Background: an optimization exercise with open tools, aiming at small area and a short achievable clock period. Do not read the settings as production practice. In this exercise RTL edits were held to simulation tests only and were not proved equivalent to the original. Power figures rest on the tool's default switching activity, not on a simulated workload.

<file path="flow/config.mk">
export PLATFORM = sky130hd
export DESIGN_NAME = lab2_g2_p3
export DESIGN_NICKNAME = lab2_g2_p3
export VERILOG_FILES = /design/flow/design.v
export SDC_FILE = /design/flow/constraint.sdc
export NUM_CORES = 4
export LEC_CHECK = 0
export CAP_MARGIN = 20
export CORE_MARGIN = 2
export CORE_UTILIZATION = 40
export SLEW_MARGIN = 20
</file>
<file path="flow/constraint.sdc">
create_clock -name core_clock -period 5.5 [get_ports {clk}]
set_input_delay 1.1000 -clock core_clock [delete_from_list [all_inputs] [get_ports {clk}]]
set_output_delay 1.1000 -clock core_clock [all_outputs]
set_load 0.01 [all_outputs]
</file>
<file path="flow/design.v">
module lab2_g2_p3(
    input logic clk,
    input  logic [31:0] a,b,
    input  logic [2:0] op,
    output reg [31:0] s,
    output reg n,z,v,c,
    output reg hata
);
always_ff @(posedge clk)
begin
    if(op==3'b000)  
    begin
    s=a+b;
    v=0;
    if(s[31]==1) c=1;     
    else c=0;             
    end
    else if(op==3'b001)  
    begin
    s=a-b;
    v=0;
    if(s[31]==1) c=1;     
    else c=0;             
    end
    else if(op==3'b100)  
    begin
    s=a<<b[4:0];
    v=0;
    if(s[31]==1) c=1;     
    else c=0;             
    end
    else if(op==3'b010)  
    begin
    s=a^b;
    v=0;
    end
    else if(op==3'b101)  
    begin
    s=a>>b[4:0];
    v=0;
    if(s[0]==1) c=1;     
    else c=0;             
    end
    else if(op==3'b110)  
    begin
    s=$signed(a)>>>b[4:0];
    if(s[0]==1) c=1;     
    else c=0;             
    if(a[31]==1'b0 & b[31]==1'b0 & s[31]==1'b1) v=1;
    else if(a[31]==1'b1 & b[31]==1'b1 & s[31]==1'b0) v=1;
    else v=0;
    end
    else if(op==3'b011)  
    begin
    s=a|b;
    v=0;
    end
    else if(op==3'b111)  
    begin
    s=a&b;
    v=0;
    end
    hata=0;  
    if(s[31]==1'b1) n=1; 
    else n=0;
    if(s==32'b00000000000000000000000000000000) z=1;
    else z=0;               
end
endmodule
</file>
<file path="flow/run.sh">
#!/bin/bash
# synth_recipe.tcl (not shown) runs the flow's synth.tcl, then flattens the netlist and writes it again
# the make line also repeats each setting of config.mk as NAME=value (left out here)
make -C /OpenROAD-flow-scripts/flow DESIGN_CONFIG=/design/flow/config.mk WORK_HOME=/design/flow/orfs CLKGATE_MAP_FILE= SYNTH_SCRIPT=/design/flow/synth_recipe.tcl finish
</file>
==> summary.txt <==
Synthesis
  • Post-synthesis simple-gate area fraction: around a fifth
  • Post-synthesis sequential area ratio: about 6.4%
  • Cells after Synth: ~1600
  • Synth unique cells: 94
  • Synth Net Count: between 1500 and 2000
  • Post-synthesis mux area share: roughly 17%
  • Seq cells post-synth: 35
  • Xor and xnor fraction of the mapped netlist area: less than 1%
  • Synth warn: 1
  • Ys flop type: dfxtp_1
  • Largest family of logic cells by synthesized area: compound AO/OA/AOI/OAI gates
  • Post-Syn Area: approximately 11000 um^2
  • Synth Area in Adders: a little under an eighth
  • Post-synth EDFFs: 1
  • Synth async-reset ratio: 0%
  • Post-Syn Area per Cell: around 7 um^2
  • Compound-Gate Fraction of Synth Area: 36.0%

Global routing
  • Vias in the first global route: roughly 13000
  • Initial antenna violation count: 4
  • Gr ovfl total: 0
  • First-pass GRT wire length: roughly 93000 um
  • Largest net degree at the start of global routing: 47
  • All-Layer GR Usage: 43.9%

Routing
  • DRC: 0
  • Post-DR vias/cell: 7.03
  • Iteration-0 DRC count of the detailed router: 2298
  • Routed len/inst: ~32 um
  • Total wire length: about 66000 um
  • Drt pass-1 iters: 7
  • Vias: around 15000
  • Antenna Nets Post-Route: 0

Setup path
  • Crit path DAT: about 5400 ps
  • Reg2reg end: z
  • Slowest CP cell: clkdlybuf4s50_1
  • Crit. End Element: register
  • FF-to-FF setup slack: between 2000 and 2500 ps
  • Critical Path RT: between 5000 and 6000 ps
  • Critical path peak fanout: 8
  • Critical path start-end classification: in2reg
  • Critical path's largest stage delay: 690 ps
  • Reg2reg path depth: 10
  • Crit Reg-Reg Startpoint: s[6]
  • Family with the most delay on the worst path: compound AO/OA/AOI/OAI gates
  • Critical Path Source Type: input pin
  • CP Cell Sequence: clkdlybuf4s50_1 -> inv_1 -> ha_1 -> buf_4 -> nor2_1 -> and4_1 -> and2_1 -> a311oi_1 -> nand2_1 -> o221a_2 -> o21ai_0 -> o2111ai_1 -> nor4_1 -> nand4b_1 -> nor4b_2
  • Critical path buffers and inverters: 3

Floorplanning
  • Die area: around 29000 um^2
  • Row count: 61
  • Starting Density: about two fifths
  • IO Pins: 105
  • Core area: around 28000 um^2
  • Horiz. Die Dim: between 150 and 200 um
  • Die height: 171 um

Timing
  • Period minus WS final: slightly above 5000 ps
  • Final hold viol count: 0
  • Final Max Tran Viols: 0
  • RSZ-0062 raised after global routing: false
  • Tightest Pin Transition: ~1000 ps
  • Setup TNS: 0 ps
  • Final setup violation count: 0
  • Relative slew slack: between 30% and 40%
  • Worst clock skew: about 5.8 ps
  • Final worst path period share: roughly 93%
  • Fmax: roughly 200 MHz

Pwr
  • Max VDD drop: approximately 0.11 mV
  • P_leak: 5.50 nW
  • PwrDens: roughly 170 nW/um^2

Layout
  • Fraction of layout cells with a size suffix above 1: 15.1%
  • Layout Nets: 1855
  • Post-route cell area: 13300 um^2
  • Fillcell total: around 2900
  • Area of the multi-input gates: 9450 um^2
  • Seq. cell area: 711 um^2
  • Synth-to-layout area growth: 19.3%

CTS
  • Worst-skew pair later-pin latency: 290 ps
  • Hold_buf cts: 0
  • Setup Buffers After CTS: 0
  • CTS tree: built
  • CTS resizes: 0
  • CTS sink count: 35
  • Clk buf depth: 2
  • Clk root buf: clkbuf_16
  • Clock Pin Slew Worst Setup and Hold Paths: 60 ps
  • H-tree levels: 2
  • CTS buffer count: 5

Min path
  • Hold wc startpoint: s[15]
  • Hold endpoint: s[15]
  • Worst hold-check path type: reg2reg
  • Hold depth: 4

Place
  • Placed Instance Area: around 13000 um^2
  • Estimated wirelength of the detail-placed design: around 53000 um
  • RD Place Congestion: 1.05
  • Port Buf Inserts: 103

Status
  • Status: complete, no violations

Job
  • Max-Cap Viols: 0
-- metrics by stage --
step / hold slack (ps) / total power [mW] / utilization (%) / cells / setup WS, ps
floorplan: 684 / 1.18 / - / 1558 / 563
global placement: 756 / 1.88 / 47.6 / 2058 / 245
detailed placement: 752 / 1.87 / 47.6 / 2058 / 213
CTS: 763 / 2.17 / 48.1 / 2066 / 483
global route: 796 / 2.32 / 48.1 / 2066 / 247
finish: 784 / 2.25 / 48.1 / 2070 / 360
-- cells in the mapped netlist, types with 34 or more instances --
library cell  number  area, um^2
nor2_1           147         552
a21oi_1          134         671
nand2_1          130         488
o21ai_0          110         551
inv_1            102         383
ha_1              98        1230
clkbuf_1          71         267
mux2i_1           61         611
a211oi_1          42         315
mux4_2            38         856
o211ai_1          36         270
dfxtp_1           34         681
-- layer usage --
| layer | vias up | GRT usage [%] | routed length [um] |
|---|---|---|---|
| met2 | 1134 | 64.0 | 27200 |
| met5 | - | 0 | 21 |
| li1 | 6173 | - | - |
| met3 | 220 | 11.8 | 8200 |
| met1 | 7026 | 59.5 | 26900 |
| met4 | 4 | 21.8 | 3710 |
-- cell usage in the layout (no fill, tap or decap), drive strengths merged, types with 40 or more instances in the layout --
master         synthesis  layout
mux2i                 62      62
nor2                 148     148
inv                  102     102
o21ai                113     113
a21oi                134     134
clkdlybuf4s50          0      96
a211oi                42      42
mux4                  40      40
buf                   52     149
nand2                130     130
ha                    98      98
-- worst register-to-register path, delay by kind of cell (launching register included) --
kind / cells / cell delay, ps
flip-flops: 1 / 370
AND/OR/NAND/NOR: 5 / 1280
AO/OA/AOI/OAI: 5 / 1590
-- worst max path at each step --
| stage | start | endpoint | slack, ps | depth (start not counted) |
|---|---|---|---|---|
| 2_1_floorplan | b[3] | z | 560 | 18 |
| 3_3_place_gp | a[0] | z | 240 | 14 |
| 3_5_place_dp | a[9] | z | 210 | 15 |
| 4_1_cts | a[9] | z | 480 | 15 |
| 5_1_grt | a[2] | z | 250 | 14 |
| 6_report | a[9] | z | 360 | 15 |
-- cell type report --
class	instances	area share (%)
clock buffers	6	0.969
inverters	106	3.00
diodes	4	0.0753
repair buffers	245	15.9
clock inverters	2	0.0941
well taps	378	3.56
multi-input cells	1294	71.0
flip-flops and latches	35	5.34
-- power by group --
group | switching, mW | internal (mW) | total [mW]
Combinational | 0.988 | 0.611 | 1.60
Clock | 0.132 | 0.168 | 0.299
Sequential | 0.0485 | 0.305 | 0.353
Total | 1.17 | 1.08 | 2.25
-- flip-flops by register name (all words and copies together), names as in the netlist --
signal  count
c           1
z           1
s          32
v           1
-- kinds of logic (layout without fill, tap and decap cells) --
| logic type | count (synthesis) | in the layout |
|---|---|---|
| other cells | 1 | 5 |
| flops | 35 | 35 |
| mux | 133 | 133 |
| fa+ha+maj | 100 | 100 |
| xor+xnor | 12 | 12 |
| simple gates | 455 | 455 |
| buf+inv | 229 | 359 |
| compound gates | 593 | 593 |

==> afterwards: timing with drivers on the ports <==
The flow's constraints put no driver on any port. The routed layout listed below was extracted and timed again, unchanged, in two steps.
Step 1, drivers: a clkbuf_16 drives clk and a buf_2 each remaining input, both assumed.
Step 2 times the ports against the registers' clock, not the clock port: input delays grow and output delays shrink by t, the midpoint of the rising clock arrivals with the driver on.
a / b / c = no drivers / after step 1 / after step 2; a / b = the first two.
t (ns): 0.337
setup WS [ns]: 0.360 / 0.381 / 0.044
hold slack, ns: 0.784 / 0.784 / 0.784
clock arrival spread, ns: 0.009 / 0.008
cell pins on the clock port's net: 1
After both steps setup and hold are still met in this run. For this run, drivers alone change the setup slack by +0.021 ns; drivers and shift together by -0.316 ns.
